This is an optimization exercise on Yosys and OpenROAD, whose aim is small area and a short achievable clock period, not a production implementation. At most, simulation tests tie the RTL to the original design; equivalence was not proved. Function not checked in runs 2 and 3: the RTL went through the layout flow alone. Power figures rest on the tool's default switching activity, not on a simulated workload.

==> flow/design.v, too long to show whole: its modules and the start of the top module <==
// module cpu: 859 lines
module cpu( 
    input clk,                           
    input RST,                           
    output [23:0] AB,                    
    output sync,                         
    input [7:0] DI,                      
    output reg [7:0] DO,                 
    output WE,                           
    input IRQ,                           
    input NMI,                           
    input RDY,                           
    input debug );
  // ...
==> flow/run.sh <==
#!/bin/bash
# synth_recipe.tcl (not shown) runs the flow's synth.tcl, then flattens the netlist and writes it again
# the make line also repeats each setting of config.mk as NAME=value (left out here)
make -C /OpenROAD-flow-scripts/flow DESIGN_CONFIG=/design/flow/config.mk WORK_HOME=/design/flow/orfs CLKGATE_MAP_FILE= SYNTH_SCRIPT=/design/flow/synth_recipe.tcl finish
==> flow/config.mk <==
export PLATFORM = sky130hd
export DESIGN_NAME = cpu
export DESIGN_NICKNAME = cpu
export VERILOG_FILES = /design/flow/design.v
export SDC_FILE = /design/flow/constraint.sdc
export NUM_CORES = 4
export LEC_CHECK = 0
export ABC_AREA = 1
export CAP_MARGIN = 20
export CORE_MARGIN = 2
export CORE_UTILIZATION = 40
export CTS_BUF_LIST = sky130_fd_sc_hd__clkbuf_8
export CTS_CLUSTER_DIAMETER = 60
export CTS_CLUSTER_SIZE = 14
export PLACE_DENSITY = 0.6
export SETUP_SLACK_MARGIN = 4.3
export SLEW_MARGIN = 20
==> flow/constraint.sdc <==
create_clock -name core_clock -period 11.0 [get_ports {clk}]
set_input_delay 2.2000 -clock core_clock [delete_from_list [all_inputs] [get_ports {clk}]]
set_output_delay 2.2000 -clock core_clock [all_outputs]
set_load 0.01 [all_outputs]
==> results_dict.tcl, run 1 <==
set metrics [dict create \
    seq_share_pct 25.2 \
    status "timing/DRC/antenna clean" \
    finalInstanceArea_sq_um 23300 \
    die_y_microns 230 \
    final.clkbuf_count 30 \
    cp-start-kind "primary input" \
    buffers_excl_clock 148 \
    period_minus_slack_ns 6.78 \
    min_to "PREFIX[2]" \
    wl_met2_microns 36000 \
    p_comb_share_pct 68.2 \
    path_depth 21 \
    largestClassByArea "multi-input gates" \
    grt_util_met2_pct 46.8 \
    synth_edf_count 142 \
    finalPower_mw 7.24 \
    std_cell_rows 82 \
    postLayoutCoreUtil_pct 46.3 \
    num-nonclk-inverters 446 \
    buf_share_pct 5.38 \
    numClockSinks 222 \
    ctsHtreeMaxLevel 1 \
    crit_fanout 5 \
    hp-class "flop to flop" \
    nFlopsAndLatches 222 \
    fin_skew_ns 0.0598 \
]
==> module cpu, before the edit <==
module cpu( 
    input clk,                           
    input RST,                           
    output [23:0] AB,                    
    output sync,                         
    input [7:0] DI,                      
    output reg [7:0] DO,                 
    output WE,                           
    input IRQ,                           
    input NMI,                           
    input RDY,                           
    input debug );                       
 parameter
    SYNC  = 6'd0,
    IMM0  = 6'd1,
    PHA0  = 6'd2,
    PLA0  = 6'd3,
    ZPG0  = 6'd4,
    DATA  = 6'd5,
    ABS0  = 6'd6,
    ABS1  = 6'd7,
    BRA0  = 6'd8,
    JSR0  = 6'd9,
    JSR1  = 6'd10,
    JSR2  = 6'd11,
    RTS0  = 6'd12,
    RTS1  = 6'd13,
    RTS2  = 6'd14,
    JMP0  = 6'd15,
    JMP1  = 6'd16,
    IDX0  = 6'd17,
    IDX1  = 6'd18,
    IDX2  = 6'd19,
    BRK0  = 6'd20,
    BRK1  = 6'd21,
    BRK2  = 6'd22,
    BRK3  = 6'd23,
    RTI0  = 6'd24,
    IND0  = 6'd25,
    IND1  = 6'd26,
    ZPW0  = 6'd27,
    ABW0  = 6'd28,
    ABW1  = 6'd29,
    RMW0  = 6'd30,
    RMW1  = 6'd31,
    BRK4  = 6'd32,
    JMPW  = 6'd33,
    INDW  = 6'd34,
    ABSW  = 6'd35,
    ABWW  = 6'd36,
    JSRW  = 6'd37,
    JSRH  = 6'd38,
    JSRL  = 6'd39,
    JSR3  = 6'd40,
    JSR4  = 6'd41,
    RTSW  = 6'd42,
    IMMR  = 6'd43,
    ABSR  = 6'd44,
    ZPGR  = 6'd45,
    IDXR  = 6'd46,
    PHAR  = 6'd47,
    PHAS  = 6'd48,
    PLAR  = 6'd49;
parameter
    NOP   = 2'b00,
    LDA   = 2'b01,
    STA   = 2'b10,
    RMW   = 2'b11;
parameter
    DST__ = 2'b00,
    DST_X = 2'b01,
    DST_Y = 2'b10,
    DST_A = 2'b11;
parameter
    SRC__ = 2'b00,
    SRC_Z = 2'b00,
    SRC_X = 2'b01,
    SRC_Y = 2'b10,
    SRC_A = 2'b11;
parameter
    SEL_Z = 2'b00,
    SEL_X = 2'b01,
    SEL_Y = 2'b10,
    SEL_A = 2'b11;
parameter
    FLAG____ = 2'b00,
    FLAG_ADD = 2'b01,
    FLAG_CMP = 2'b10,
    FLAG_BIT = 2'b11;
parameter
    IZ = SEL_Z,
    IX = SEL_X,
    IY = SEL_Y;
parameter
    IDX___ = 2'b00,      
    IDX_X_ = 2'b01,      
    IDX__Y = 2'b10,      
    IDX_XY = 2'b11;      
parameter  
    ALU_____ = 9'b00_000_00_00,
    ALU_REG  = 9'b00_000_00_00,  
    ALU_INCA = 9'b00_000_00_01,  
    ALU_DECA = 9'b00_000_10_00,  
    ALU_LDA  = 9'b00_001_00_00,  
    ALU_INCM = 9'b00_001_00_01,  
    ALU_DECM = 9'b00_001_10_00,  
    ALU_ADC  = 9'b00_000_01_10,  
    ALU_CMP  = 9'b00_000_11_01,  
    ALU_SBC  = 9'b00_000_11_10,  
    ALU_ORA  = 9'b00_100_00_00,  
    ALU_AND  = 9'b00_101_00_00,  
    ALU_EOR  = 9'b00_110_00_00,  
    ALU_TSX  = 9'b00_111_00_00,  
    ALU_PLA  = 9'b01_000_00_00,  
    ALU_ASLA = 9'b10_000_00_00,  
    ALU_ROLA = 9'b10_000_00_11,  
    ALU_LSRA = 9'b11_000_00_00,  
    ALU_RORA = 9'b11_000_00_11,  
    ALU_ASLM = 9'b10_001_00_00,  
    ALU_ROLM = 9'b10_001_00_11,  
    ALU_LSRM = 9'b11_001_00_00,  
    ALU_RORM = 9'b11_001_00_11;  
parameter
    AB_ZPGX = 11'b00_1_00_100_11_0,   
    AB_ABSX = 11'b10_1_00_010_01_0,   
    AB_PUSH = 11'b01_0_00_000_00_0,   
    AB_PULL = 11'b01_0_00_000_00_1,   
    AB_HOLD = 11'b10_0_00_011_00_0,   
    AB_NEXT = 11'b10_0_00_011_00_1,   
    AB_INCR = 11'b10_1_00_011_00_1,   
    AB_OPER = 11'b00_0_01_001_00_0,   
    AB_FWRD = 11'b10_0_01_001_10_0,   
    AB_JMP1 = 11'b10_0_01_010_00_1,   
    AB_JMP0 = 11'b10_0_01_010_01_0,   
    AB_BACK = 11'b11_0_01_001_10_0,   
    AB_NMIV = 11'b01_0_10_000_00_0,   
    AB_IRQV = 11'b01_0_11_000_00_0;   
parameter
    WE___ = 2'b00,                   
    WE_1_ = 2'b01,                   
    WE_ST = 2'b10;                   
parameter
    DR___ = 1'b0,                    
    DR_DI = 1'b1;                    
parameter
    DO____ = 3'b000,
    DO_ALU = 3'b000,
    DO_PCL = 3'b001,
    DO_PCH = 3'b010,
    DO_PHP = 3'b011,
    DO_PC3 = 3'b100;
parameter
    S____  = 2'b00,
    S_INC  = 2'b01,
    S_DEC  = 2'b10;
parameter
    AB_16  = 2'b00,
    AB_24  = 2'b01,
    AB_32  = 2'b10,
    AB_48  = 2'b11;
parameter
    R_08  = 2'b00,
    R_16  = 2'b01,
    R_24  = 2'b10,
    R_32  = 2'b11;
function [24:0] dec;
    input [7:0] op;
    input p0;
    case( op )
         8'h6D: dec = { FLAG_ADD, LDA, SRC_A, DST_A, ALU_ADC , IZ, (p0) ? ABSW : ABS0 };  
         8'h7D: dec = { FLAG_ADD, LDA, SRC_A, DST_A, ALU_ADC , IX, (p0) ? ABSW : ABS0 };  
         8'h79: dec = { FLAG_ADD, LDA, SRC_A, DST_A, ALU_ADC , IY, (p0) ? ABSW : ABS0 };  
         8'h69: dec = { FLAG_ADD, LDA, SRC_A, DST_A, ALU_ADC , IZ, IMM0 };  
         8'h65: dec = { FLAG_ADD, LDA, SRC_A, DST_A, ALU_ADC , IZ, ZPG0 };  
         8'h72: dec = { FLAG_ADD, LDA, SRC_A, DST_A, ALU_ADC , IZ, IDX0 };  
         8'h61: dec = { FLAG_ADD, LDA, SRC_A, DST_A, ALU_ADC , IX, IDX0 };  
         8'h75: dec = { FLAG_ADD, LDA, SRC_A, DST_A, ALU_ADC , IX, ZPG0 };  
         8'h71: dec = { FLAG_ADD, LDA, SRC_A, DST_A, ALU_ADC , IY, IDX0 };  
         8'hED: dec = { FLAG_ADD, LDA, SRC_A, DST_A, ALU_SBC , IZ, (p0) ? ABSW : ABS0 };  
         8'hFD: dec = { FLAG_ADD, LDA, SRC_A, DST_A, ALU_SBC , IX, (p0) ? ABSW : ABS0 };  
         8'hF9: dec = { FLAG_ADD, LDA, SRC_A, DST_A, ALU_SBC , IY, (p0) ? ABSW : ABS0 };  
         8'hE9: dec = { FLAG_ADD, LDA, SRC_A, DST_A, ALU_SBC , IZ, IMM0 };  
         8'hE5: dec = { FLAG_ADD, LDA, SRC_A, DST_A, ALU_SBC , IZ, ZPG0 };  
         8'hF2: dec = { FLAG_ADD, LDA, SRC_A, DST_A, ALU_SBC , IZ, IDX0 };  
         8'hE1: dec = { FLAG_ADD, LDA, SRC_A, DST_A, ALU_SBC , IX, IDX0 };  
         8'hF5: dec = { FLAG_ADD, LDA, SRC_A, DST_A, ALU_SBC , IX, ZPG0 };  
         8'hF1: dec = { FLAG_ADD, LDA, SRC_A, DST_A, ALU_SBC , IY, IDX0 };  
         8'h2D: dec = { FLAG____, LDA, SRC_A, DST_A, ALU_AND , IZ, (p0) ? ABSW : ABS0 };  
         8'h3D: dec = { FLAG____, LDA, SRC_A, DST_A, ALU_AND , IX, (p0) ? ABSW : ABS0 };  
         8'h39: dec = { FLAG____, LDA, SRC_A, DST_A, ALU_AND , IY, (p0) ? ABSW : ABS0 };  
         8'h29: dec = { FLAG____, LDA, SRC_A, DST_A, ALU_AND , IZ, IMM0 };  
         8'h25: dec = { FLAG____, LDA, SRC_A, DST_A, ALU_AND , IZ, ZPG0 };  
         8'h32: dec = { FLAG____, LDA, SRC_A, DST_A, ALU_AND , IZ, IDX0 };  
         8'h21: dec = { FLAG____, LDA, SRC_A, DST_A, ALU_AND , IX, IDX0 };  
         8'h35: dec = { FLAG____, LDA, SRC_A, DST_A, ALU_AND , IX, ZPG0 };  
         8'h31: dec = { FLAG____, LDA, SRC_A, DST_A, ALU_AND , IY, IDX0 };  
         8'h0D: dec = { FLAG____, LDA, SRC_A, DST_A, ALU_ORA , IZ, (p0) ? ABSW : ABS0 };  
         8'h1D: dec = { FLAG____, LDA, SRC_A, DST_A, ALU_ORA , IX, (p0) ? ABSW : ABS0 };  
         8'h19: dec = { FLAG____, LDA, SRC_A, DST_A, ALU_ORA , IY, (p0) ? ABSW : ABS0 };  
         8'h09: dec = { FLAG____, LDA, SRC_A, DST_A, ALU_ORA , IZ, IMM0 };  
         8'h05: dec = { FLAG____, LDA, SRC_A, DST_A, ALU_ORA , IZ, ZPG0 };  
         8'h12: dec = { FLAG____, LDA, SRC_A, DST_A, ALU_ORA , IZ, IDX0 };  
         8'h01: dec = { FLAG____, LDA, SRC_A, DST_A, ALU_ORA , IX, IDX0 };  
         8'h15: dec = { FLAG____, LDA, SRC_A, DST_A, ALU_ORA , IX, ZPG0 };  
         8'h11: dec = { FLAG____, LDA, SRC_A, DST_A, ALU_ORA , IY, IDX0 };  
         8'hAD: dec = { FLAG____, LDA, SRC_A, DST_A, ALU_LDA , IZ, (p0) ? ABSW : ABS0 };  
         8'hBD: dec = { FLAG____, LDA, SRC_A, DST_A, ALU_LDA , IX, (p0) ? ABSW : ABS0 };  
         8'hB9: dec = { FLAG____, LDA, SRC_A, DST_A, ALU_LDA , IY, (p0) ? ABSW : ABS0 };  
         8'hA9: dec = { FLAG____, LDA, SRC_A, DST_A, ALU_LDA , IZ, IMM0 };  
         8'hA5: dec = { FLAG____, LDA, SRC_A, DST_A, ALU_LDA , IZ, ZPG0 };  
         8'hB2: dec = { FLAG____, LDA, SRC_A, DST_A, ALU_LDA , IZ, IDX0 };  
         8'hA1: dec = { FLAG____, LDA, SRC_A, DST_A, ALU_LDA , IX, IDX0 };  
         8'hB5: dec = { FLAG____, LDA, SRC_A, DST_A, ALU_LDA , IX, ZPG0 };  
         8'hB1: dec = { FLAG____, LDA, SRC_A, DST_A, ALU_LDA , IY, IDX0 };  
         8'hCD: dec = { FLAG_CMP, NOP, SRC_A, DST__, ALU_CMP , IZ, (p0) ? ABSW : ABS0 };  
         8'hDD: dec = { FLAG_CMP, NOP, SRC_A, DST__, ALU_CMP , IX, (p0) ? ABSW : ABS0 };  
         8'hD9: dec = { FLAG_CMP, NOP, SRC_A, DST__, ALU_CMP , IY, (p0) ? ABSW : ABS0 };  
         8'hC9: dec = { FLAG_CMP, NOP, SRC_A, DST__, ALU_CMP , IZ, IMM0 };  
         8'hC5: dec = { FLAG_CMP, NOP, SRC_A, DST__, ALU_CMP , IZ, ZPG0 };  
         8'hD2: dec = { FLAG_CMP, NOP, SRC_A, DST__, ALU_CMP , IZ, IDX0 };  
         8'hC1: dec = { FLAG_CMP, NOP, SRC_A, DST__, ALU_CMP , IX, IDX0 };  
         8'hD5: dec = { FLAG_CMP, NOP, SRC_A, DST__, ALU_CMP , IX, ZPG0 };  
         8'hD1: dec = { FLAG_CMP, NOP, SRC_A, DST__, ALU_CMP , IY, IDX0 };  
         8'h4D: dec = { FLAG____, LDA, SRC_A, DST_A, ALU_EOR , IZ, (p0) ? ABSW : ABS0 };  
         8'h5D: dec = { FLAG____, LDA, SRC_A, DST_A, ALU_EOR , IX, (p0) ? ABSW : ABS0 };  
         8'h59: dec = { FLAG____, LDA, SRC_A, DST_A, ALU_EOR , IY, (p0) ? ABSW : ABS0 };  
         8'h49: dec = { FLAG____, LDA, SRC_A, DST_A, ALU_EOR , IZ, IMM0 };  
         8'h45: dec = { FLAG____, LDA, SRC_A, DST_A, ALU_EOR , IZ, ZPG0 };  
         8'h52: dec = { FLAG____, LDA, SRC_A, DST_A, ALU_EOR , IZ, IDX0 };  
         8'h41: dec = { FLAG____, LDA, SRC_A, DST_A, ALU_EOR , IX, IDX0 };  
         8'h55: dec = { FLAG____, LDA, SRC_A, DST_A, ALU_EOR , IX, ZPG0 };  
         8'h51: dec = { FLAG____, LDA, SRC_A, DST_A, ALU_EOR , IY, IDX0 };  
         8'h8D: dec = { FLAG____, STA, SRC_A, DST__, ALU_REG , IZ, (p0) ? ABSW : ABS0 };  
         8'h9D: dec = { FLAG____, STA, SRC_A, DST__, ALU_REG , IX, (p0) ? ABSW : ABS0 };  
         8'h99: dec = { FLAG____, STA, SRC_A, DST__, ALU_REG , IY, (p0) ? ABSW : ABS0 };  
         8'h85: dec = { FLAG____, STA, SRC_A, DST__, ALU_REG , IZ, ZPG0 };  
         8'h92: dec = { FLAG____, STA, SRC_A, DST__, ALU_REG , IZ, IDX0 };  
         8'h81: dec = { FLAG____, STA, SRC_A, DST__, ALU_REG , IX, IDX0 };  
         8'h95: dec = { FLAG____, STA, SRC_A, DST__, ALU_REG , IX, ZPG0 };  
         8'h91: dec = { FLAG____, STA, SRC_A, DST__, ALU_REG , IY, IDX0 };  
         8'h0A: dec = { FLAG____, LDA, SRC_A, DST_A, ALU_ASLA, IZ, SYNC };  
         8'h4A: dec = { FLAG____, LDA, SRC_A, DST_A, ALU_LSRA, IZ, SYNC };  
         8'h2A: dec = { FLAG____, LDA, SRC_A, DST_A, ALU_ROLA, IZ, SYNC };  
         8'h6A: dec = { FLAG____, LDA, SRC_A, DST_A, ALU_RORA, IZ, SYNC };  
         8'h0E: dec = { FLAG____, RMW, SRC__, DST__, ALU_ASLM, IZ, (p0) ? ABWW : ABW0 };  
         8'h1E: dec = { FLAG____, RMW, SRC__, DST__, ALU_ASLM, IX, (p0) ? ABWW : ABW0 };  
         8'h06: dec = { FLAG____, RMW, SRC__, DST__, ALU_ASLM, IZ, ZPW0 };  
         8'h16: dec = { FLAG____, RMW, SRC__, DST__, ALU_ASLM, IX, ZPW0 };  
         8'h4E: dec = { FLAG____, RMW, SRC__, DST__, ALU_LSRM, IZ, (p0) ? ABWW : ABW0 };  
         8'h5E: dec = { FLAG____, RMW, SRC__, DST__, ALU_LSRM, IX, (p0) ? ABWW : ABW0 };  
         8'h46: dec = { FLAG____, RMW, SRC__, DST__, ALU_LSRM, IZ, ZPW0 };  
         8'h56: dec = { FLAG____, RMW, SRC__, DST__, ALU_LSRM, IX, ZPW0 };  
         8'h2E: dec = { FLAG____, RMW, SRC__, DST__, ALU_ROLM, IZ, (p0) ? ABWW : ABW0 };  
         8'h3E: dec = { FLAG____, RMW, SRC__, DST__, ALU_ROLM, IX, (p0) ? ABWW : ABW0 };  
         8'h26: dec = { FLAG____, RMW, SRC__, DST__, ALU_ROLM, IZ, ZPW0 };  
         8'h36: dec = { FLAG____, RMW, SRC__, DST__, ALU_ROLM, IX, ZPW0 };  
         8'h6E: dec = { FLAG____, RMW, SRC__, DST__, ALU_RORM, IZ, (p0) ? ABWW : ABW0 };  
         8'h7E: dec = { FLAG____, RMW, SRC__, DST__, ALU_RORM, IX, (p0) ? ABWW : ABW0 };  
         8'h66: dec = { FLAG____, RMW, SRC__, DST__, ALU_RORM, IZ, ZPW0 };  
         8'h76: dec = { FLAG____, RMW, SRC__, DST__, ALU_RORM, IX, ZPW0 };  
         8'h90: dec = { FLAG____, NOP, SRC__, DST__, ALU_____, IZ, BRA0 };  
         8'hB0: dec = { FLAG____, NOP, SRC__, DST__, ALU_____, IZ, BRA0 };  
         8'hF0: dec = { FLAG____, NOP, SRC__, DST__, ALU_____, IZ, BRA0 };  
         8'h30: dec = { FLAG____, NOP, SRC__, DST__, ALU_____, IZ, BRA0 };  
         8'hD0: dec = { FLAG____, NOP, SRC__, DST__, ALU_____, IZ, BRA0 };  
         8'h10: dec = { FLAG____, NOP, SRC__, DST__, ALU_____, IZ, BRA0 };  
         8'h80: dec = { FLAG____, NOP, SRC__, DST__, ALU_____, IZ, BRA0 };  
         8'h50: dec = { FLAG____, NOP, SRC__, DST__, ALU_____, IZ, BRA0 };  
         8'h70: dec = { FLAG____, NOP, SRC__, DST__, ALU_____, IZ, BRA0 };  
         8'h2C: dec = { FLAG_BIT, NOP, SRC_A, DST__, ALU_AND , IZ, (p0) ? ABSW : ABS0 };  
         8'h3C: dec = { FLAG_BIT, NOP, SRC_A, DST__, ALU_AND , IX, (p0) ? ABSW : ABS0 };  
         8'h89: dec = { FLAG_BIT, NOP, SRC_A, DST__, ALU_AND , IZ, IMM0 };  
         8'h24: dec = { FLAG_BIT, NOP, SRC_A, DST__, ALU_AND , IZ, ZPG0 };  
         8'h34: dec = { FLAG_BIT, NOP, SRC_A, DST__, ALU_AND , IX, ZPG0 };  
         8'h18: dec = { FLAG____, NOP, SRC__, DST__, ALU_____, IZ, SYNC };  
         8'hD8: dec = { FLAG____, NOP, SRC__, DST__, ALU_____, IZ, SYNC };  
         8'h58: dec = { FLAG____, NOP, SRC__, DST__, ALU_____, IZ, SYNC };  
         8'hB8: dec = { FLAG____, NOP, SRC__, DST__, ALU_____, IZ, SYNC };  
         8'h38: dec = { FLAG____, NOP, SRC__, DST__, ALU_____, IZ, SYNC };  
         8'hF8: dec = { FLAG____, NOP, SRC__, DST__, ALU_____, IZ, SYNC };  
         8'h78: dec = { FLAG____, NOP, SRC__, DST__, ALU_____, IZ, SYNC };  
         8'hEA: dec = { FLAG____, NOP, SRC__, DST__, ALU_____, IZ, SYNC };  
         8'hEC: dec = { FLAG_CMP, NOP, SRC_X, DST__, ALU_CMP , IZ, (p0) ? ABSW : ABS0 };  
         8'hE0: dec = { FLAG_CMP, NOP, SRC_X, DST__, ALU_CMP , IZ, IMM0 };  
         8'hE4: dec = { FLAG_CMP, NOP, SRC_X, DST__, ALU_CMP , IZ, ZPG0 };  
         8'hCC: dec = { FLAG_CMP, NOP, SRC_Y, DST__, ALU_CMP , IZ, (p0) ? ABSW : ABS0 };  
         8'hC0: dec = { FLAG_CMP, NOP, SRC_Y, DST__, ALU_CMP , IZ, IMM0 };  
         8'hC4: dec = { FLAG_CMP, NOP, SRC_Y, DST__, ALU_CMP , IZ, ZPG0 };  
         8'hCE: dec = { FLAG____, RMW, SRC__, DST__, ALU_DECM, IZ, (p0) ? ABWW : ABW0 };  
         8'hDE: dec = { FLAG____, RMW, SRC__, DST__, ALU_DECM, IX, (p0) ? ABWW : ABW0 };  
         8'hC6: dec = { FLAG____, RMW, SRC__, DST__, ALU_DECM, IZ, ZPW0 };  
         8'hD6: dec = { FLAG____, RMW, SRC__, DST__, ALU_DECM, IX, ZPW0 };  
         8'hEE: dec = { FLAG____, RMW, SRC__, DST__, ALU_INCM, IZ, (p0) ? ABWW : ABW0 };  
         8'hFE: dec = { FLAG____, RMW, SRC__, DST__, ALU_INCM, IX, (p0) ? ABWW : ABW0 };  
         8'hE6: dec = { FLAG____, RMW, SRC__, DST__, ALU_INCM, IZ, ZPW0 };  
         8'hF6: dec = { FLAG____, RMW, SRC__, DST__, ALU_INCM, IX, ZPW0 };  
         8'h3A: dec = { FLAG____, LDA, SRC_A, DST_A, ALU_DECA, IZ, SYNC };  
         8'hCA: dec = { FLAG____, LDA, SRC_X, DST_X, ALU_DECA, IZ, SYNC };  
         8'h88: dec = { FLAG____, LDA, SRC_Y, DST_Y, ALU_DECA, IZ, SYNC };  
         8'h1A: dec = { FLAG____, LDA, SRC_A, DST_A, ALU_INCA, IZ, SYNC };  
         8'hE8: dec = { FLAG____, LDA, SRC_X, DST_X, ALU_INCA, IZ, SYNC };  
         8'hC8: dec = { FLAG____, LDA, SRC_Y, DST_Y, ALU_INCA, IZ, SYNC };  
         8'hAA: dec = { FLAG____, LDA, SRC_A, DST_X, ALU_REG , IZ, SYNC };  
         8'hA8: dec = { FLAG____, LDA, SRC_A, DST_Y, ALU_REG , IZ, SYNC };  
         8'hBA: dec = { FLAG____, LDA, SRC__, DST_X, ALU_TSX , IZ, SYNC };  
         8'h8A: dec = { FLAG____, LDA, SRC_X, DST_A, ALU_REG , IZ, SYNC };  
         8'h9A: dec = { FLAG____, NOP, SRC_X, DST__, ALU_REG , IZ, SYNC };  
         8'h98: dec = { FLAG____, LDA, SRC_Y, DST_A, ALU_REG , IZ, SYNC };  
         8'h00: dec = { FLAG____, NOP, SRC__, DST__, ALU_____, IZ, BRK0 };  
         8'h4C: dec = { FLAG____, NOP, SRC__, DST__, ALU_____, IZ, (p0) ? JMPW : JMP0 };  
         8'h6C: dec = { FLAG____, NOP, SRC__, DST__, ALU_____, IZ, (p0) ? INDW : IND0 };  
         8'h7C: dec = { FLAG____, NOP, SRC__, DST__, ALU_____, IX, (p0) ? INDW : IND0 };  
         8'h20: dec = { FLAG____, NOP, SRC__, DST__, ALU_____, IZ, (p0) ? JSRW : JSR0 };  
         8'h40: dec = { FLAG____, NOP, SRC__, DST__, ALU_____, IZ, RTI0 };  
         8'h60: dec = { FLAG____, NOP, SRC__, DST__, ALU_____, IZ, RTS0 };  
         8'hAE: dec = { FLAG____, LDA, SRC__, DST_X, ALU_LDA , IZ, (p0) ? ABSW : ABS0 };  
         8'hBE: dec = { FLAG____, LDA, SRC__, DST_X, ALU_LDA , IY, (p0) ? ABSW : ABS0 };  
         8'hA2: dec = { FLAG____, LDA, SRC__, DST_X, ALU_LDA , IZ, IMM0 };  
         8'hA6: dec = { FLAG____, LDA, SRC__, DST_X, ALU_LDA , IZ, ZPG0 };  
         8'hB6: dec = { FLAG____, LDA, SRC__, DST_X, ALU_LDA , IY, ZPG0 };  
         8'hAC: dec = { FLAG____, LDA, SRC__, DST_Y, ALU_LDA , IZ, (p0) ? ABSW : ABS0 };  
         8'hBC: dec = { FLAG____, LDA, SRC__, DST_Y, ALU_LDA , IX, (p0) ? ABSW : ABS0 };  
         8'hA0: dec = { FLAG____, LDA, SRC__, DST_Y, ALU_LDA , IZ, IMM0 };  
         8'hA4: dec = { FLAG____, LDA, SRC__, DST_Y, ALU_LDA , IZ, ZPG0 };  
         8'hB4: dec = { FLAG____, LDA, SRC__, DST_Y, ALU_LDA , IX, ZPG0 };  
         8'h48: dec = { FLAG____, NOP, SRC_A, DST__, ALU_REG , IZ, PHA0 };  
         8'hDA: dec = { FLAG____, NOP, SRC_X, DST__, ALU_REG , IZ, PHA0 };  
         8'h5A: dec = { FLAG____, NOP, SRC_Y, DST__, ALU_REG , IZ, PHA0 };  
         8'h68: dec = { FLAG____, LDA, SRC__, DST_A, ALU_PLA , IZ, PLA0 };  
         8'hFA: dec = { FLAG____, LDA, SRC__, DST_X, ALU_PLA , IZ, PLA0 };  
         8'h7A: dec = { FLAG____, LDA, SRC__, DST_Y, ALU_PLA , IZ, PLA0 };  
         8'h08: dec = { FLAG____, NOP, SRC__, DST__, ALU_REG , IZ, PHA0 };  
         8'h28: dec = { FLAG____, NOP, SRC__, DST__, ALU_____, IZ, PLA0 };  
         8'h8E: dec = { FLAG____, STA, SRC_X, DST__, ALU_REG , IZ, (p0) ? ABSW : ABS0 };  
         8'h86: dec = { FLAG____, STA, SRC_X, DST__, ALU_REG , IZ, ZPG0 };  
         8'h96: dec = { FLAG____, STA, SRC_X, DST__, ALU_REG , IY, ZPG0 };  
         8'h8C: dec = { FLAG____, STA, SRC_Y, DST__, ALU_REG , IZ, (p0) ? ABSW : ABS0 };  
         8'h84: dec = { FLAG____, STA, SRC_Y, DST__, ALU_REG , IZ, ZPG0 };  
         8'h94: dec = { FLAG____, STA, SRC_Y, DST__, ALU_REG , IX, ZPG0 };  
         8'h9C: dec = { FLAG____, STA, SRC_Z, DST__, ALU_REG , IZ, (p0) ? ABSW : ABS0 };  
         8'h9E: dec = { FLAG____, STA, SRC_Z, DST__, ALU_REG , IX, (p0) ? ABSW : ABS0 };  
         8'h64: dec = { FLAG____, STA, SRC_Z, DST__, ALU_REG , IZ, ZPG0 };  
         8'h74: dec = { FLAG____, STA, SRC_Z, DST__, ALU_REG , IX, ZPG0 };  
         8'h0F: dec = { FLAG____, NOP, SRC__, DST__, ALU_____, IZ, SYNC };  
         8'h1F: dec = { FLAG____, NOP, SRC__, DST__, ALU_____, IZ, SYNC };  
         8'h4F: dec = { FLAG____, NOP, SRC__, DST__, ALU_____, IZ, SYNC };  
         8'h8F: dec = { FLAG____, NOP, SRC__, DST__, ALU_____, IZ, SYNC };  
         8'h5F: dec = { FLAG____, NOP, SRC__, DST__, ALU_____, IZ, SYNC };  
         8'h9F: dec = { FLAG____, NOP, SRC__, DST__, ALU_____, IZ, SYNC };  
         8'h1C: dec = { 21'b00_00_00_00_00_000000000_00, (p0) ? ABSW : ABS0 };  
         8'h14: dec = { 21'b00_00_00_00_00_000000000_00, ZPG0 };  
         8'h0C: dec = { 21'b00_00_00_00_00_000000000_00, (p0) ? ABSW : ABS0 };  
         8'h04: dec = { 21'b00_00_00_00_00_000000000_00, ZPG0 };  
       default: dec = { 19'b0, IZ, SYNC };
    endcase
endfunction
function [20:0] busop;
    input [5:0] st;
    input r;                             
    input c;                             
    input d7;                            
    case( st )
        ABSW:                    busop = { S____, IDX___, DO____, DR_DI, WE___, AB_OPER };
        ABS0:                    busop = { S____, IDX___, DO____, DR_DI, WE___, AB_OPER };
        ABS1:                    busop = { S____, IDX_XY, DO_ALU, DR___, WE_ST, AB_ABSX };
        ABSR:                    busop = { S____, IDX_XY, DO_ALU, DR_DI, WE_ST, AB_INCR };
        ABWW:                    busop = { S____, IDX___, DO____, DR_DI, WE___, AB_OPER };
        ABW0:                    busop = { S____, IDX___, DO____, DR_DI, WE___, AB_OPER };
        ABW1:                    busop = { S____, IDX_XY, DO____, DR___, WE___, AB_ABSX };
        BRA0: if( c & d7 ) busop = { S____, IDX___, DO____, DR___, WE___, AB_BACK };
             else if( c )    busop = { S____, IDX___, DO____, DR___, WE___, AB_FWRD };
             else               busop = { S____, IDX___, DO____, DR___, WE___, AB_OPER };
        BRK0:                    busop = { S_DEC, IDX___, DO_PCH, DR___, WE_1_, AB_PUSH };
        BRK1:                    busop = { S_DEC, IDX___, DO_PCL, DR___, WE_1_, AB_PUSH };
        BRK2:                    busop = { S_DEC, IDX___, DO_PHP, DR___, WE_1_, AB_IRQV };
        BRK3:                    busop = { S____, IDX___, DO____, DR_DI, WE___, AB_OPER };
        BRK4:                    busop = { S____, IDX___, DO____, DR___, WE___, AB_OPER };
        DATA:                    busop = { S____, IDX___, DO____, DR_DI, WE___, AB_OPER };
        IDX0:                    busop = { S____, IDX_X_, DO____, DR_DI, WE___, AB_ZPGX };
        IDX1:                    busop = { S____, IDX___, DO____, DR_DI, WE___, AB_NEXT };
        IDX2:                    busop = { S____, IDX__Y, DO_ALU, DR___, WE_ST, AB_ABSX };
        IDXR:                    busop = { S____, IDX__Y, DO_ALU, DR_DI, WE_ST, AB_INCR };
        IMM0:                    busop = { S____, IDX___, DO____, DR_DI, WE___, AB_OPER };
        IMMR:                    busop = { S____, IDX___, DO____, DR_DI, WE___, AB_OPER };
        INDW:                    busop = { S____, IDX___, DO____, DR_DI, WE___, AB_OPER };
        IND0:                    busop = { S____, IDX___, DO____, DR_DI, WE___, AB_OPER };
        IND1:                    busop = { S____, IDX_X_, DO____, DR___, WE___, AB_JMP0 };
        JMPW:                    busop = { S____, IDX___, DO____, DR_DI, WE___, AB_OPER };
        JMP0:                    busop = { S____, IDX___, DO____, DR_DI, WE___, AB_OPER };
        JMP1:                    busop = { S____, IDX___, DO____, DR___, WE___, AB_JMP0 };
        JSRW:                    busop = { S_DEC, IDX___, DO_PC3, DR_DI, WE_1_, AB_PUSH };
        JSRH:                    busop = { S_DEC, IDX___, DO_PCH, DR___, WE_1_, AB_PUSH };
        JSR3:                    busop = { S____, IDX___, DO____, DR___, WE___, AB_OPER };
        JSR4:                    busop = { S____, IDX___, DO____, DR___, WE___, AB_OPER };
        JSRL:                    busop = { S_DEC, IDX___, DO_PCL, DR_DI, WE_1_, AB_PUSH };
        JSR0:                    busop = { S_DEC, IDX___, DO_PCH, DR_DI, WE_1_, AB_PUSH };
        JSR1:                    busop = { S_DEC, IDX___, DO_PCL, DR___, WE_1_, AB_PUSH };
        JSR2:                    busop = { S____, IDX___, DO____, DR___, WE___, AB_OPER };
        PHA0:                    busop = { S_DEC, IDX___, DO_PHP, DR___, WE_1_, AB_PUSH };
        PHAR:                    busop = { S_DEC, IDX___, DO_PHP, DR___, WE_1_, AB_PUSH };
        PHAS:                    busop = { S____, IDX___, DO____, DR___, WE___, AB_OPER };
        PLA0:                    busop = { S_INC, IDX___, DO____, DR_DI, WE___, AB_PULL };
        PLAR:                    busop = { S_INC, IDX___, DO____, DR_DI, WE___, AB_PULL };
        RMW0:                    busop = { S____, IDX___, DO____, DR_DI, WE___, AB_OPER };
        RMW1:                    busop = { S____, IDX___, DO_ALU, DR___, WE_1_, AB_HOLD };
        RTI0:                    busop = { S_INC, IDX___, DO____, DR___, WE___, AB_PULL };
        RTS0:                    busop = { S_INC, IDX___, DO____, DR___, WE___, AB_PULL };
        RTS1:                    busop = { S_INC, IDX___, DO____, DR_DI, WE___, AB_PULL };
        RTSW:                    busop = { S_INC, IDX___, DO____, DR_DI, WE___, AB_PULL };
        RTS2: if( r )          busop = { S____, IDX___, DO____, DR___, WE___, AB_JMP0 };
             else               busop = { S____, IDX___, DO____, DR___, WE___, AB_JMP1 };
        SYNC:                    busop = { S____, IDX___, DO____, DR___, WE___, AB_OPER };
        ZPG0:                    busop = { S____, IDX_XY, DO_ALU, DR___, WE_ST, AB_ZPGX };
        ZPGR:                    busop = { S____, IDX_XY, DO_ALU, DR_DI, WE_ST, AB_INCR };
        ZPW0:                    busop = { S____, IDX_XY, DO____, DR___, WE___, AB_ZPGX };
       default:                 busop = { S____, IDX___, DO____, DR___, WE___, AB_OPER };           
    endcase
endfunction
function [8:0] padd8;                    
    input [7:0] a;
    input [7:0] b;
    input c;
    reg [8:0] G, P, Gn, Pn;
    integer i, l;
    begin
        G = { a & b, c };
        P = { a ^ b, 1'b0 };
        for( l = 1; l < 9; l = l * 2 ) begin
            Gn = G;
            Pn = P;
            for( i = l; i < 9; i = i + 1 ) begin
                Gn[i] = G[i] | (P[i] & G[i - l]);
                Pn[i] = P[i] & P[i - l];
            end
            G = Gn;
            P = Pn;
        end
        padd8 = { G[8], (a ^ b) ^ G[7:0] };
    end
endfunction
function [23:0] allones;                 
    input [23:0] x;
    reg [23:0] P, Pn;
    integer i, l;
    begin
        P = { x[22:0], 1'b1 };
        for( l = 1; l < 24; l = l * 2 ) begin
            Pn = P;
            for( i = l; i < 24; i = i + 1 )
                Pn[i] = P[i] & P[i - l];
            P = Pn;
        end
        allones = P;
    end
endfunction
reg [23:0] PC;                           
reg [23:0] ab_hold;                      
reg [7:0] D4;                            
reg [7:0] D3;                            
reg [7:0] DR;                            
wire [7:0] IR;                           
reg [7:0] OP;                            
reg [2:0] PREFIX;                        
reg ABWDTH;                              
reg [1:0] RWDTH;                         
reg [1:0] RBYTES;                        
reg N, V, D, I, Z, C;                    
wire [7:0] P = { N, V, 1'b1, 1'b1, D, I, Z, C };
reg [23:0] XR, YR, AR;                   
reg [15:0] S;                            
reg [5:0] state;
reg [5:0] next_state;
assign sync = (state == SYNC);
reg [8:0] DIHOLD;
always @(posedge clk)
    case( state )
        PLA0: DIHOLD <= {1'b1, DI[7:0]};
        PHA0: DIHOLD <= {1'b1, DI[7:0]};
        RMW1: DIHOLD <= {1'b1, DI[7:0]};
     default: DIHOLD <= {1'b0, DI[7:0]};
    endcase
assign IR = DIHOLD[8] ? DIHOLD[7:0] : DI[7:0];
wire [7:0] OP_next = sync ? IR : OP;
always @(posedge clk)
    OP <= OP_next;
wire [24:0] op_dec = dec( OP, PREFIX[0] );      
wire [18:0] control = op_dec[24:6];
wire [1:0] ins_type = control[18:17];
wire adc_sbc = (ins_type == FLAG_ADD);
wire cmp     = (ins_type == FLAG_CMP);
wire bit_isn = (ins_type == FLAG_BIT);
wire store = control[16];
wire load = control[15];
wire [1:0] reg_dst = control[12:11];
reg [8:0] alu_op;                        
wire shift = alu_op[8];
wire clc = (OP == 8'h18);
wire sec = (OP == 8'h38);
wire cld = (OP == 8'hD8);
wire sed = (OP == 8'hF8);
wire cli = (OP == 8'h58);
wire sei = (OP == 8'h78);
wire rti = (OP == 8'h40);
wire clv = (OP == 8'hB8);
wire php = (OP == 8'h08) || (OP == 8'h00);
wire plp = (OP == 8'h28);
wire txs = (OP == 8'h9A);
wire variation = (OP == 8'h0F);
reg cond;
always @*
    casez( OP[7:4] )
        4'b000?: cond = ~N;
        4'b001?: cond =  N;
        4'b010?: cond = ~V;
        4'b011?: cond =  V;
        4'b1000: cond =  1;
        4'b1001: cond = ~C;
        4'b101?: cond =  C;
        4'b110?: cond = ~Z;
        4'b111?: cond =  Z;
    endcase
wire [20:0] bus_op = busop( state, rti, cond, DI[7] );
wire [10:0] ab_op = bus_op[10:0];
wire [1:0] we_op = bus_op[12:11];
wire dr_di = bus_op[13];
wire [2:0] do_op = bus_op[16:14];
wire pull = bus_op[19];
wire push = bus_op[20];
wire [24:0] ir_dec = dec( IR, PREFIX[0] );
wire [5:0] init_state = ir_dec[5:0];
always @* begin
    next_state = state;
    if( RST )
        next_state = BRK4;
    else case( state )
        SYNC:  next_state = init_state;
        ABSW:  next_state = ABS0;
        ABS0:  next_state = ABS1;
        ABS1:  if (RBYTES == 0) next_state = DATA;
               else next_state = ABSR;
        ABSR:  if (RBYTES == 0) next_state = DATA;
        ABWW:  next_state = ABWW;
        ABW0:  next_state = ABW1;
        ABW1:  next_state = RMW0;
        BRA0:  next_state = SYNC;
        BRK0:  next_state = BRK1;
        BRK1:  next_state = BRK2;
        BRK2:  next_state = BRK3;
        BRK3:  next_state = JMP0;
        BRK4:  next_state = BRK3;
        DATA:  next_state = SYNC;
        IDX0:  next_state = IDX1;
        IDX1:  next_state = IDX2;
        IDX2:  if (RBYTES == 0) next_state = DATA;
               else next_state = IDXR;
        IDXR:  if (RBYTES == 0) next_state = DATA;
        IMM0:  if (RBYTES == 0) next_state = SYNC;
               else next_state = IMMR;
        IMMR:  if (RBYTES == 0) next_state = SYNC;
        INDW:  next_state = IND0;
        IND0:  next_state = IND1;
        IND1:  next_state = (ABWDTH == 1'b0) ? JMP0 : JMPW;
        JMPW:  next_state = JMP0;
        JMP0:  next_state = JMP1;
        JMP1:  next_state = SYNC;
        JSRW:  next_state = JSRH;
        JSRH:  next_state = JSR3;
        JSR3:  next_state = JSRL;
        JSRL:  next_state = JSR4;
        JSR4:  next_state = JMP1;
        JSR0:  next_state = JSR1;
        JSR1:  next_state = JSR2;
        JSR2:  next_state = JMP1;
        PHA0:  if (RBYTES == 0) next_state = SYNC;
               else next_state = PHAR;
        PHAR:  if (RBYTES == 0) next_state = PHAS;
        PHAS:  next_state = SYNC;
        PLA0:  if (RBYTES == 0) next_state = SYNC;
               else next_state = PLAR;
        PLAR:  if (RBYTES == 0) next_state = SYNC;
        RMW0:  next_state = RMW1;
        RMW1:  next_state = SYNC;
        RTI0:  next_state = RTS0;
        RTS0:  next_state = (ABWDTH == 1'b0) ? RTS1 : RTSW;
        RTSW:  next_state = RTS1;
        RTS1:  next_state = RTS2;
        RTS2:  next_state = SYNC;
        ZPG0:  if (RBYTES == 0) next_state = DATA;
               else next_state = ZPGR;
        ZPGR:  if (RBYTES == 0) next_state = DATA;
        ZPW0:  next_state = RMW0;
        default:  next_state = SYNC;
    endcase
end
reg count;
always @*
    case( state )
        ABS1, ABSR, IDX2, IDXR, IMM0, IMMR, PHA0, PHAR, PLA0, PLAR, ZPG0, ZPGR:
            count = 1'b1;
        default:
            count = 1'b0;
    endcase
always @(posedge clk)
    state <= next_state;
always @(posedge clk)
    if( RST ) begin
        ABWDTH <= 1'b1;
        RWDTH <= R_08;
        RBYTES <= R_08;
        PREFIX <= { R_08, 1'b1 };
    end
    else begin
        if( sync ) begin
            ABWDTH <= PREFIX[0];
            RWDTH <= PREFIX[2:1];
            RBYTES <= PREFIX[2:1];
            if (IR[3:0] == 4'hF)
                PREFIX <= { IR[7:6], IR[4] };
            else if (IR == 8'h40) begin
                ABWDTH <= 1'b1;
                RWDTH <= R_08;
                PREFIX <= { R_08, 1'b1 };
            end
            else
                PREFIX <= { R_08, 1'b0 };
        end
        if( count && RBYTES != 0 )
            RBYTES <= RBYTES - 1'b1;
    end
wire [24:0] nop_dec = dec( OP_next, PREFIX[0] );
wire [20:0] nbus_op = busop( next_state, OP_next == 8'h40, 1'b0, 1'b0 );
wire nABWDTH = RST ? 1'b1 : (sync ? ((IR == 8'h40) ? 1'b1 : PREFIX[0]) : ABWDTH);
wire [1:0] nidx = nop_dec[7:6] & nbus_op[18:17];
reg bs_S, bs_PC, bs_D24, bs_D16, bs_H;   
reg [1:0] ab_x;                          
reg [1:0] ab_h;                          
reg ab_ci;
reg ab_bra;                              
reg ix_X, ix_Y;                          
reg src_X, src_Y, src_A;                 
always @(posedge clk) begin
    bs_S   <= ~nbus_op[5] & (nbus_op[4:3] == 2'b00);
    bs_PC  <= ~nbus_op[5] & (nbus_op[4:3] == 2'b01);
    bs_D24 <= ~nbus_op[5] & (nbus_op[4:3] == 2'b10) & nABWDTH;
    bs_D16 <= ~nbus_op[5] & (nbus_op[4:3] == 2'b10) & ~nABWDTH;
    bs_H   <= ~nbus_op[5] & (nbus_op[4:3] == 2'b11);
    ab_x   <= nbus_op[2:1];
    ab_h   <= nbus_op[10:9];
    ab_ci  <= nbus_op[0];
    ab_bra <= (next_state == BRA0);
    ix_X   <= (nidx == SEL_X);
    ix_Y   <= (nidx == SEL_Y);
    src_X  <= (nop_dec[20:19] == SEL_X);
    src_Y  <= (nop_dec[20:19] == SEL_Y);
    src_A  <= (nop_dec[20:19] == SEL_A);
    alu_op <= nop_dec[16:8];
end
wire [23:0] R = ({24{src_X}} & XR) | ({24{src_Y}} & YR) | ({24{src_A}} & AR);
wire [8:0] XY = ({9{ix_X}} & XR[8:0]) | ({9{ix_Y}} & YR[8:0]);
reg [23:0] R_IN;
reg [23:0] MEM;
reg [23:0] alu_ai;
reg [23:0] alu_bi;
reg alu_ci;
reg alu_si;
reg [23:0] alu_out;
reg alu_C, alu_N, alu_V;
wire alu_Z = (alu_out == 24'h000000);
always @* begin
    case( RWDTH )
        R_08: R_IN = { 16'h0000, R[7:0] };
        R_16: R_IN = { 8'h00, R[15:0] };
        default: R_IN = R;
    endcase
    case( RWDTH )
        R_24: MEM = { DR, D3, D4 };
        R_16: MEM = { 8'h00, DR, D3 };
        default: MEM = { 8'h00, 8'h00, DR };
    endcase
    casez( alu_op[6:4] )
        3'b0?0: alu_ai = R_IN;
        3'b0?1: alu_ai = MEM;
        3'b100: alu_ai = R_IN | MEM;
        3'b101: alu_ai = R_IN & MEM;
        3'b110: alu_ai = R_IN ^ MEM;
        3'b111: alu_ai = { 8'h00, S };
    endcase
    case( alu_op[3:2] )
        2'b00: alu_bi = 24'h000000;
        2'b01: alu_bi = MEM;
        2'b10: alu_bi = 24'hffffff;
        2'b11: alu_bi = ~MEM;
    endcase
    case( alu_op[1:0] )
        2'b01: alu_ci = 1'b1;
        2'b10: alu_ci = C;
        default: alu_ci = 1'b0;
    endcase
    {alu_C, alu_out} = alu_ai + alu_bi + alu_ci;
    alu_si = C & alu_op[0];
    if( alu_op[8] )
        if( alu_op[7] )
            {alu_out, alu_C} = {alu_si, alu_out};
        else
            {alu_C, alu_out} = {alu_out, alu_si};
    else if( alu_op[7] )
        alu_out = { 16'h0000, DI };
    alu_N = (RWDTH == R_24) ? alu_out[23] : (RWDTH == R_16) ? alu_out[15] : alu_out[7];
    alu_V = (RWDTH == R_24) ? (alu_ai[23] ^ alu_bi[23] ^ alu_C ^ alu_N) :
            (RWDTH == R_16) ? (alu_ai[15] ^ alu_bi[15] ^ alu_C ^ alu_N) :
                              (alu_ai[7]  ^ alu_bi[7]  ^ alu_C ^ alu_N);
end
wire reg_we = load & ~store & sync;
always @(posedge clk)
    if( reg_we && reg_dst == SEL_X )
        XR <= alu_out;
always @(posedge clk)
    if( reg_we && reg_dst == SEL_Y )
        YR <= alu_out;
always @(posedge clk)
    if( reg_we && reg_dst == SEL_A )
        AR <= alu_out;
    else if( variation )                 
        AR <= {16'h6502, R_16, AB_24, 4'h0};
reg [15:0] s_run;
integer si;
always @* begin
    s_run[0] = 1'b1;
    for( si = 1; si < 16; si = si + 1 )
        s_run[si] = s_run[si - 1] & (S[si - 1] ^ push);
end
always @(posedge clk)
    if( txs )              S <= R[15:0];
    else if( push | pull ) S <= S ^ s_run;
wire [23:0] base = ({24{bs_S}} & { 8'h00, S })
                 | ({24{bs_PC}} & PC)
                 | ({24{bs_D24}} & { DI, DR, D3 })
                 | ({24{bs_D16}} & { 8'h00, DI, DR })
                 | ({24{bs_H}} & ab_hold);
wire [1:0] x_op = ab_bra ? { cond, 1'b0 } : ab_x;
wire [1:0] h_op = ab_bra ? { cond, cond & DI[7] } : ab_h;
wire [7:0] abl_a = (x_op == 2'b11) ? XY[7:0] : base[7:0];
wire [7:0] abl_b = ((x_op == 2'b01) ? XY[7:0] : 8'h00) | (x_op[1] ? DI : 8'h00);
wire [8:0] abl_sum = padd8( abl_a, abl_b, ab_ci );
wire abl_co = abl_sum[8] ^ (x_op[0] & XY[8]);
wire [15:0] abh_base = base[23:8];
wire abh_down = (h_op == 2'b11);
wire [23:0] abh_run = allones( { 8'h00, abh_base ^ {16{abh_down}} } );
wire abh_flip = h_op[0] ^ (h_op[1] & abl_co);
wire [15:0] abh = abh_base ^ ({16{abh_flip}} & abh_run[15:0]);
assign AB = { abh, abl_sum[7:0] };
always @(posedge clk)
    if( ab_op[8] )
        ab_hold <= AB;
always @(posedge clk)
    if( RST )
        PC <= 24'hfffffa;
    else case( ab_op[7:6] )
        2'b01: PC <= AB + 1'b1;
        2'b10: PC <= 24'hfffff7;
        2'b11: PC <= 24'hfffffd;
      default:;
    endcase
assign WE = we_op[0] | (we_op[1] & store);
always @(posedge clk)
    if( dr_di ) begin
        D4 <= D3;
        D3 <= DR;
        DR <= DI;
    end
function [7:0] bytesel;
    input [23:0] x;
    input [1:0] w;
    input [1:0] n;
    if( w == R_08 ) bytesel = x[7:0];
    else if( w == R_16 ) bytesel = (n == 2'd1) ? x[7:0] : x[15:8];
    else bytesel = (n == 2'd2) ? x[7:0] : (n == 2'd1) ? x[15:8] : x[23:16];
endfunction
reg [8:0] rmw_in;
always @*
    case( RWDTH )
        R_16: rmw_in = { DR[0], D3 };
        R_24: rmw_in = { D3[0], D4 };
        default: rmw_in = { 1'b0, DR };
    endcase
wire [7:0] rmw_inc = rmw_in[7:0] + 8'h01;
wire [7:0] rmw_dec = rmw_in[7:0] - 8'h01;
reg [7:0] rmw_lo;                        
reg [7:0] rmw_hi;                        
always @*
    case( OP[7:5] )
        3'b000:  begin rmw_lo = { rmw_in[6:0], 1'b0 }; rmw_hi = 8'h00; end      
        3'b001:  begin rmw_lo = { rmw_in[6:0], C };    rmw_hi = 8'h00; end      
        3'b010:  begin rmw_lo = rmw_in[8:1];           rmw_hi = 8'h00; end      
        3'b011:  begin rmw_lo = rmw_in[8:1];           rmw_hi = { C, 7'h00 }; end   
        3'b110:  begin rmw_lo = rmw_dec;               rmw_hi = (DR == 8'h00) ? 8'hff : 8'h00; end   
        default: begin rmw_lo = rmw_inc;               rmw_hi = 8'h00; end      
    endcase
wire [7:0] do_reg = bytesel( R, RWDTH, RBYTES );
wire [7:0] do_rmw = (RWDTH == R_32) ? rmw_hi : rmw_lo;
always @*
    case( do_op )
        DO_PCL: DO = PC[7:0];
        DO_PCH: DO = PC[15:8];
        DO_PC3: DO = PC[23:16];
        DO_PHP: DO = php ? P : do_reg;
        default: DO = (state == RMW1) ? do_rmw : do_reg;
    endcase
always @(posedge clk)
    case( state )
        RTS0: if( rti )                         N <= DI[7];
        SYNC: if( plp )                         N <= DI[7];
              else if( bit_isn )                N <= DI[7];
              else if( load | cmp )             N <= alu_N;
     default:;
    endcase
always @(posedge clk)
    case( state )
        RTS0: if( rti )                         V <= DI[6];
        SYNC: if( plp )                         V <= DI[6];
              else if( clv )                    V <= 0;
              else if( bit_isn )                V <= DI[6];
              else if( adc_sbc )                V <= alu_V;
     default:;
    endcase
always @(posedge clk)
    case( state )
        RTS0: if( rti )                         D <= DI[3];
        SYNC: if( plp )                         D <= DI[3];
              else if( cld )                    D <= 0;
              else if( sed )                    D <= 1;
     default:;
    endcase
always @(posedge clk)
    case( state )
        BRK4:                                   I <= 1;
        RTS0: if( rti )                         I <= DI[2];
        SYNC: if( plp )                         I <= DI[2]; 
              else if( cli )                    I <= 0;
              else if( sei )                    I <= 1;
     default:;
    endcase
always @(posedge clk)
    case( state )
        RTS0: if( rti )                         Z <= DI[1];
        SYNC: if( plp )                         Z <= DI[1]; 
              else if( load | cmp | bit_isn )   Z <= alu_Z;
     default:;
    endcase
always @(posedge clk)
    case( state )
        RTS0: if( rti )                         C <= DI[0];
        SYNC: if( plp )                         C <= DI[0];
              else if( clc )                    C <= 0;
              else if( sec )                    C <= 1;
              else if( cmp | shift | adc_sbc )  C <= alu_C;
     default:;
    endcase
endmodule
==> run 2: changes to the inputs <==
--- a/flow/design.v
+++ b/flow/design.v
@@ -579,3 +579,3 @@
         G = { a & b, c };
-        P = { a ^ b, 1'b0 };
+        P = { a | b, 1'b0 };             
         for( l = 1; l < 9; l = l * 2 ) begin
@@ -897,3 +897,2 @@
 wire [8:0] abl_sum = padd8( abl_a, abl_b, ab_ci );
-wire abl_co = abl_sum[8] ^ (x_op[0] & XY[8]);
 wire [15:0] abh_base = base[23:8];
@@ -901,3 +900,3 @@
 wire [23:0] abh_run = allones( { 8'h00, abh_base ^ {16{abh_down}} } );
-wire abh_flip = h_op[0] ^ (h_op[1] & abl_co);
+wire abh_flip = (h_op[0] ^ (h_op[1] & x_op[0] & XY[8])) ^ (h_op[1] & abl_sum[8]);    
 wire [15:0] abh = abh_base ^ ({16{abh_flip}} & abh_run[15:0]);
--- a/flow/config.mk
+++ b/flow/config.mk
@@ -12,6 +12,4 @@
 export CTS_BUF_LIST = sky130_fd_sc_hd__clkbuf_8
-export CTS_CLUSTER_DIAMETER = 60
-export CTS_CLUSTER_SIZE = 14
 export PLACE_DENSITY = 0.6
-export SETUP_SLACK_MARGIN = 4.3
+export SETUP_SLACK_MARGIN = 4
 export SLEW_MARGIN = 20
==> run 2 against run 1 <==
  * Still clean
  * Utilization fell by 1.2 points
  * Maximum frequency down 3.6%
  * Clock skew decreased by 0.031 ns
  * Register-to-register slack got worse by 0.09 ns
  * Sequential power about the same
  * Critical path type unchanged
  * Critical endpoint is now AB[23]
==> results_dict.tcl, run 2 <==
set metrics [dict create \
    status "timing/DRC/antenna clean" \
    ys_warn_count 1 \
    holdBufCountCts 0 \
    nNetsFinal 3323 \
    peakVddDrop_mv 0.133 \
    final-instance-count-excl-fill 3917 \
    ys_async_sr_fraction_pct 0 \
    ys.flop_type "edfxtp_1" \
    die_y_microns 231 \
    finalWeightedCongestion 1.00 \
    netlist_instances 3151 \
    antenna_found_initial 1 \
    io_buffers 43 \
    path_class "primary input to output port" \
    crit_fanout 5 \
    hp-class "flop to flop" \
    grt_pass1_wl_microns 123000 \
    finalSetupTns_ns 0 \
    ctsHtreeMaxLevel 2 \
    drtAntennaViolNets 0 \
    max_freq_mhz 142 \
    cp-start-kind "primary input" \
    rsz0062_at_grt "yes" \
    placed_cells 3805 \
    worst_skew_pair.late_latency_ns 0.63 \
    grt_use_total_pct 29.7 \
    numClockSinks 222 \
    drtIter0Drc 2891 \
    synth_edf_count 142 \
    grt_max_degree 35 \
    clockRootBuffer "clkbuf_8" \
    cap_viol_max_count 0 \
    die_w_microns 231 \
    yosys.cell_count.top_type "nand2_1" \
    setup_viol 0 \
    mostFrequentLayoutCell "nand2_1" \
    end_kind "output port" \
    vias 22801 \
    io_pins 48 \
    final_max_slew_viol_count 0 \
    initial_core_util_pct 40.3 \
    routedWlPerCell_microns 20.9 \
    hold_slack_ns 0.451 \
    ys_seq_area_share_pct 28.5 \
    p_leak_nw 10.6 \
    fill_cells 5427 \
    vias_per_cell 5.82 \
    grt_pass1_vias 20904 \
    cp.arrival_ns 4.83 \
    syn-mean-instance-area_sq_um 6.53 \
    final_cell_mix "nand2_1 (771), inv_1 (438), nor2_1 (336)" \
    fin_crit_sh_pct 63.9 \
    maxSlewHeadroom_pct 27.0 \
    core-area_sq_um 51100 \
    numCtsBuffers 43 \
    hold_viol 0 \
    fin_skew_ns 0.0292 \
    synth.area.top_cells "edfxtp_1 (21%), nand2_1 (14%), inv_1 (8.0%), dfxtp_1 (7.8%), ha_1 (6.3%)" \
    critPathRequiredTime_ns 8.80 \
    synth_cell_types 66 \
    grt_overflow_total 0 \
    cts_tree "yes" \
    dp_hpwl_microns 63100 \
    clk_pin_slew_ns 0.06 \
    clockBufferDepth 3 \
    yosys-top-cells-count "nand2_1 (779), inv_1 (437), nor2_1 (341)" \
    period_minus_slack_ns 7.03 \
    synth_area_sq_um 20600 \
    first_pass_iters 7 \
    ys_seq_elements 222 \
    synth.top_cell.area_share_pct 20.7 \
    finalPower_mw 6.83 \
    synth_nets 3272 \
    tightest_slew_ns 1.09 \
    drt-total-wl_microns 81700 \
    yosysTopAreaCell "edfxtp_1" \
    route.detailed.drc 0 \
    die_area_sq_um 53300 \
    syn2layout_area_growth_pct 12.1 \
    std_cell_rows 83 \
    layout-drive-gt1-share_pct 10.1 \
    p_per_area_nw_per_um2 296 \
]
==> run 2: changes by cell type in the layout (fill, tap and decap cells not counted), sizes merged, moves of 6 or more <==
cell    previous run  this run
a21oi            141       125
buf              124        58
clkbuf            34        60
clkinv            23        16
ha                95       103
inv              441       474
nand2            841       811
nand3            240       266
o211ai            35        28
o21ai            206       245
o221ai            10        16
o22ai             53        59
or2                7        15
xnor2             16         9
==> run 2: kinds of logic (layout without fill, tap and decap cells) <==
logic type               after synthesis  count (layout)  share of synthesized area [%]
AO/OA/AOI/OAI                        612             612                           18.1
XOR/XNOR                              44              44                           1.91
adder cells (fa/ha/maj)              107             107                           6.65
buffers and inverters                563             647                           10.6
flip-flops                           222             222                           28.5
other                                  0               2                              0
AND/OR/NAND/NOR                     1603            1603                           34.3
==> run 2: power breakdown <==
part / switching, mW / internal (mW) / total (mW)
sequential: 0.268 / 1.26 / 1.53
clock: 0.398 / 0.507 / 0.905
combinational: 3.08 / 1.32 / 4.40
==> run 2: path summary, 6_finish.rpt <==
path	startpoint	end	slack [ns]	cells after the start
hold reg to reg	D3[7]	D4[7]	0.45	0
setup / recovery	DI[7]	AB[23]	3.97	19
setup reg to reg	RWDTH[1]	Z	4.69	31
hold / removal	D3[7]	D4[7]	0.45	0
==> run 2: final cells by class <==
cell class	count	area, sq um	area share [%]
Clock inverter	25	199	0.862
Tap cell	680	851	3.69
Timing Repair inverter	1	5.00	0.0217
Antenna cell	2	5.00	0.0217
Inverter	472	1790	7.78
Clock buffer	53	729	3.16
Sequential cell	222	5880	25.5
Timing Repair Buffer	96	822	3.56
Multi-Input combinational cell	2366	12800	55.4
==> run 2: per-stage QoR <==
step	worst slack (ns)	utilization (%)	area (sq um)
3_3_place_gp	2.43	42.4	21700
4_1_cts	3.77	44.6	22800
5_1_grt	3.79	45.1	23100
2_1_floorplan	4.54	-	20600
3_5_place_dp	2.39	42.4	21700
6_report	3.97	45.2	23100
==> run 2: worst max-delay path: stages <==
cell	delay [ns]
buf_6	0.14
clkinvlp_4	0.16
o22ai_4	0.21
inv_1	0.07
ha_1	0.22
nor2_2	0.13
nand2_1	0.08
nor3_2	0.23
nor2_1	0.09
a21oi_2	0.16
nand3_2	0.12
nand2_4	0.11
nor2_8	0.05
nand2_2	0.10
nor2_4	0.05
nand4_1	0.10
xor2_1	0.23
inv_1	0.08
dlygate4sd2_1	0.29
==> run 2: what timing repair did <==
action / CTS / global route
buffers inserted: 8 / 23
pin swaps: 4 / 14
setup endpoints to repair: 30 / 23
gates cloned: 1 / 0
gates resized for setup: 95 / 53
==> run 2: layer usage <==
metal / up-vias / part of all wire [%] / global-route usage [%]
met3: 180 / 10 / 5.16
met5: - / 0 / 0
met4: 0 / 4.1 / 11.4
met1: 10700 / 43 / 42.4
li1: 10679 / - / -
met2: 1242 / 42 / 44.4
==> run 3: changes to the inputs <==
--- a/flow/design.v
+++ b/flow/design.v
@@ -579,3 +579,3 @@
         G = { a & b, c };
-        P = { a | b, 1'b0 };             
+        P = { a ^ b, 1'b0 };
         for( l = 1; l < 9; l = l * 2 ) begin
@@ -897,2 +897,3 @@
 wire [8:0] abl_sum = padd8( abl_a, abl_b, ab_ci );
+wire abl_co = abl_sum[8] ^ (x_op[0] & XY[8]);
 wire [15:0] abh_base = base[23:8];
@@ -900,3 +901,3 @@
 wire [23:0] abh_run = allones( { 8'h00, abh_base ^ {16{abh_down}} } );
-wire abh_flip = (h_op[0] ^ (h_op[1] & x_op[0] & XY[8])) ^ (h_op[1] & abl_sum[8]);    
+wire abh_flip = h_op[0] ^ (h_op[1] & abl_co);
 wire [15:0] abh = abh_base ^ ({16{abh_flip}} & abh_run[15:0]);
@@ -937,4 +938,6 @@
     endcase
-wire [7:0] rmw_inc = rmw_in[7:0] + 8'h01;
-wire [7:0] rmw_dec = rmw_in[7:0] - 8'h01;
+wire [23:0] rmw_ones = allones( { 16'h0000, rmw_in[7:0] } );
+wire [23:0] rmw_zeros = allones( { 16'h0000, ~rmw_in[7:0] } );
+wire [7:0] rmw_inc = rmw_in[7:0] ^ rmw_ones[7:0];
+wire [7:0] rmw_dec = rmw_in[7:0] ^ rmw_zeros[7:0];
 reg [7:0] rmw_lo;                        
==> run 3 against run 2 <==
  * Clock-buffer cell count down 9
  * Clock skew grew 0.046 ns
  * Total power increased by 5.7%
  * Die area is 0.71% lower
  * Combinational power increased by 7.3%
  * Critical path depth up 1
  * First-iteration DRC count shrank 13%
  * Sequential share of layout area is 0.070 points lower
  * Highest routed layer unchanged
  * Cell area is 0.17% higher
  * Sequential power is essentially flat
  * Utilization up 0.81 points
  * Largest power group unchanged
==> results_dict.tcl, run 3 <==
set metrics [dict create \
    status "timing/DRC/antenna clean" \
    period_minus_slack_ns 6.92 \
    slowest_delay_ns 0.25 \
    holdBufCountCts 0 \
    ys_warn_count 1 \
    initial_core_util_pct 40.7 \
    synthSimpleGateAreaFrac_pct 34.3 \
    finalWeightedCongestion 0.974 \
    drt-total-wl_microns 82600 \
    ys_async_sr_fraction_pct 0 \
    grt_pass1_vias 20902 \
    p_leak_nw 10.5 \
    end_kind "output port" \
    ys_seq_elements 222 \
    hold_slack_ns 0.496 \
    netlist_instances 3160 \
    numClockSinks 222 \
    cts_tree "yes" \
    final_max_slew_viol_count 0 \
    io_pins 48 \
    first_pass_iters 8 \
    nNetsFinal 3320 \
    clockRootBuffer "clkbuf_8" \
    critPathRequiredTime_ns 8.80 \
    synth.top_cell.area_share_pct 20.9 \
    path_buf_inv 5 \
    cpMostUsedCell "nand2_2" \
    synthXorXnorAreaFrac_pct 1.93 \
    path_cells "clkbuf_2 -> buf_6 -> clkinvlp_4 -> o21ai_4 -> ha_4 -> a21oi_4 -> nand2_2 -> nand2_2 -> nand4_1 -> nand2_2 -> nand3_2 -> nand2_2 -> nand2_4 -> nor2_4 -> nand3_4 -> nor2_4 -> nand4_1 -> nand2_2 -> inv_2 -> buf_6" \
    finalSetupTns_ns 0 \
    grt_overflow_total 0 \
    yosys-top-cells-count "nand2_1 (793), inv_1 (415), nor2_1 (352)" \
    synth.area.top_cells "edfxtp_1 (21%), nand2_1 (15%), dfxtp_1 (7.8%), inv_1 (7.6%), nand3_1 (6.6%)" \
    vias 22981 \
    syn-mean-instance-area_sq_um 6.47 \
    synth_area_sq_um 20400 \
    die_area_sq_um 52900 \
    std_cell_rows 82 \
    slowest_stage "ha_4" \
    cp-start-kind "primary input" \
    synth_edf_count 142 \
    synth_cell_types 67 \
    drtAntennaViolNets 0 \
    ctsHtreeMaxLevel 2 \
    setup_viol 0 \
    yosys.cell_count.top_type "nand2_1" \
    hp-class "flop to flop" \
    synth_nets 3266 \
    fill_cells 5301 \
    grt_use_total_pct 30.2 \
    max_freq_mhz 145 \
    syn2layout_area_growth_pct 13.1 \
    layout-drive-gt1-share_pct 10.5 \
    r2r-start "RWDTH[1]" \
    drtIter0Drc 2520 \
    finalInstanceArea_sq_um 23100 \
    hold_start "PREFIX[1]" \
    clockBufferDepth 3 \
    synth_mux_area_share_pct 0.196 \
    fin_crit_sh_pct 62.9 \
    grt_max_degree 39 \
    p_per_area_nw_per_um2 312 \
    crit_fanout 5 \
    routedWlPerCell_microns 21.1 \
    yosysTopAreaCell "edfxtp_1" \
    io_buffers 43 \
    peakVddDrop_mv 0.170 \
    core-area_sq_um 50300 \
    synth_compound_area_share_pct 18.6 \
    ys_seq_area_share_pct 28.7 \
    die_w_microns 230 \
    crit_family "simple AND/OR/NAND/NOR gates" \
    maxSlewHeadroom_pct 17.7 \
    dp_hpwl_microns 62500 \
    cap_viol_max_count 0 \
    die_y_microns 230 \
    startpoint "DI[3]" \
    placed_area_sq_um 21500 \
    cp.arrival_ns 4.72 \
    tightest_slew_ns 1.22 \
    postLayoutCoreUtil_pct 46.0 \
    synth_top_family_by_area "simple AND/OR/NAND/NOR gates" \
    final_cell_mix "nand2_1 (772), inv_1 (406), nor2_1 (346)" \
    antenna_found_initial 1 \
    ys.flop_type "edfxtp_1" \
    worst_skew_pair.late_latency_ns 0.67 \
    clk_pin_slew_ns 0.06 \
    grt_pass1_wl_microns 124000 \
    synth_fa_ha_area_share_pct 5.74 \
    hold_viol 0 \
    numCtsBuffers 43 \
    rsz0062_at_grt "no" \
    mostFrequentLayoutCell "nand2_1" \
    vias_per_cell 5.86 \
    route.detailed.drc 0 \
    path_class "primary input to output port" \
    fin_skew_ns 0.0751 \
]
[run 3: changes by cell type after synthesis, moves of 11 or more]
cell / previous run / this run
a21oi_1: 124 / 150
nand2_1: 779 / 793
nand3_1: 256 / 269
nor2_2: 33 / 16
ha_1: 103 / 89
inv_1: 437 / 415
o22ai_1: 59 / 45
nor2_1: 341 / 352
[run 3: routing by layer]
layer / wire length (microns) / GRT usage, %
met1: 35300 / 41.3
met2: 37200 / 48.3
met3: 6950 / 4.30
met4: 3150 / 11.2
met5: 0 / 0
[run 3: worst register-to-register path: cells and delay by family (launching register included)]
family                     cells  cell delay [ns]
DFF                            1             0.38
buffers and inverters          5             0.97
adders and majority gates      3             1.06
AOI/OAI and AO/OA              8             2.39
and+or+nand+nor               14             1.58
[run 3: timing repair]
action / in CTS / in global routing
pin swaps: 34 / 25
setup endpoints to repair: 27 / 25
gates cloned: 1 / 0
buffers inserted: 26 / 9
resized for setup: 121 / 59
[run 3: power breakdown]
| part | internal, mW | total, mW | switching [mW] |
|---|---|---|---|
| Combinational | 1.43 | 4.72 | 3.29 |
| Sequential | 1.28 | 1.54 | 0.267 |
| Clock | 0.545 | 0.956 | 0.410 |
| Total | 3.25 | 7.22 | 3.97 |
[run 3: area by class of cell]
class / count / area, sq um / area share [%]
clock buffers: 44 / 606 / 2.62
diodes: 1 / 2.50 / 0.0108
clock inverters: 33 / 363 / 1.57
well taps: 672 / 841 / 3.64
flip-flops and latches: 222 / 5870 / 25.4
inverters: 455 / 1740 / 7.55
repair inverters: 1 / 5.00 / 0.0217
repair buffers: 108 / 895 / 3.87
multi-input cells: 2383 / 12800 / 55.3
[run 3: stage by stage]
| stage | power [mW] | worst slack (ns) | std cells |
|---|---|---|---|
| 2_1_floorplan | 4.43 | 4.52 | 3160 |
| 3_3_place_gp | 5.91 | 2.68 | 3805 |
| 3_5_place_dp | 5.92 | 2.64 | 3805 |
| 4_1_cts | 7.02 | 3.99 | 3909 |
| 5_1_grt | 7.73 | 3.96 | 3919 |
| 6_report | 7.22 | 4.08 | 3919 |
[run 3: kinds of logic (layout without fill, tap and decap cells)]
logic type / Yosys count / count (layout)
xor gates and xnor gates: 45 / 45
and+or+nand+nor: 1616 / 1616
buffers and inverters: 555 / 641
adders and majority gates: 92 / 92
muxes: 4 / 4
DFF: 222 / 222
AOI/OAI and AO/OA: 626 / 626
other: 0 / 1
[run 3: final timing paths]
path	endpoint	slack, ns	cells past startpoint
worst max-delay path	AB[18]	4.08	20
worst min-delay path	PREFIX[1]	0.50	2
worst max register to register	V	4.38	30
worst min register to register	PREFIX[1]	0.50	2

[what the ideal ports hide]
The flow's constraints put no driver on any port. The routed layouts listed below were extracted and timed again, unchanged, in two steps. Step 1: set_driving_cell puts a clkbuf_16 on clk and a buf_2 on each other input, an assumption about the parent block. Step 2 also shifts input and output timing later by t, the mid clock arrival at the registers, as if the neighbouring blocks saw the same clock. Slacks: no drivers / after step 1 / after step 2; pairs: no drivers / after step 1.
run	shift t [ns]	setup slack, ns
run 1	0.697	4.221 / 4.183 / 4.183
run 2	0.667	3.969 / 3.927 / 3.927
run 3	0.688	4.082 / 4.059 / 4.059
After both steps every run listed still meets setup and hold.
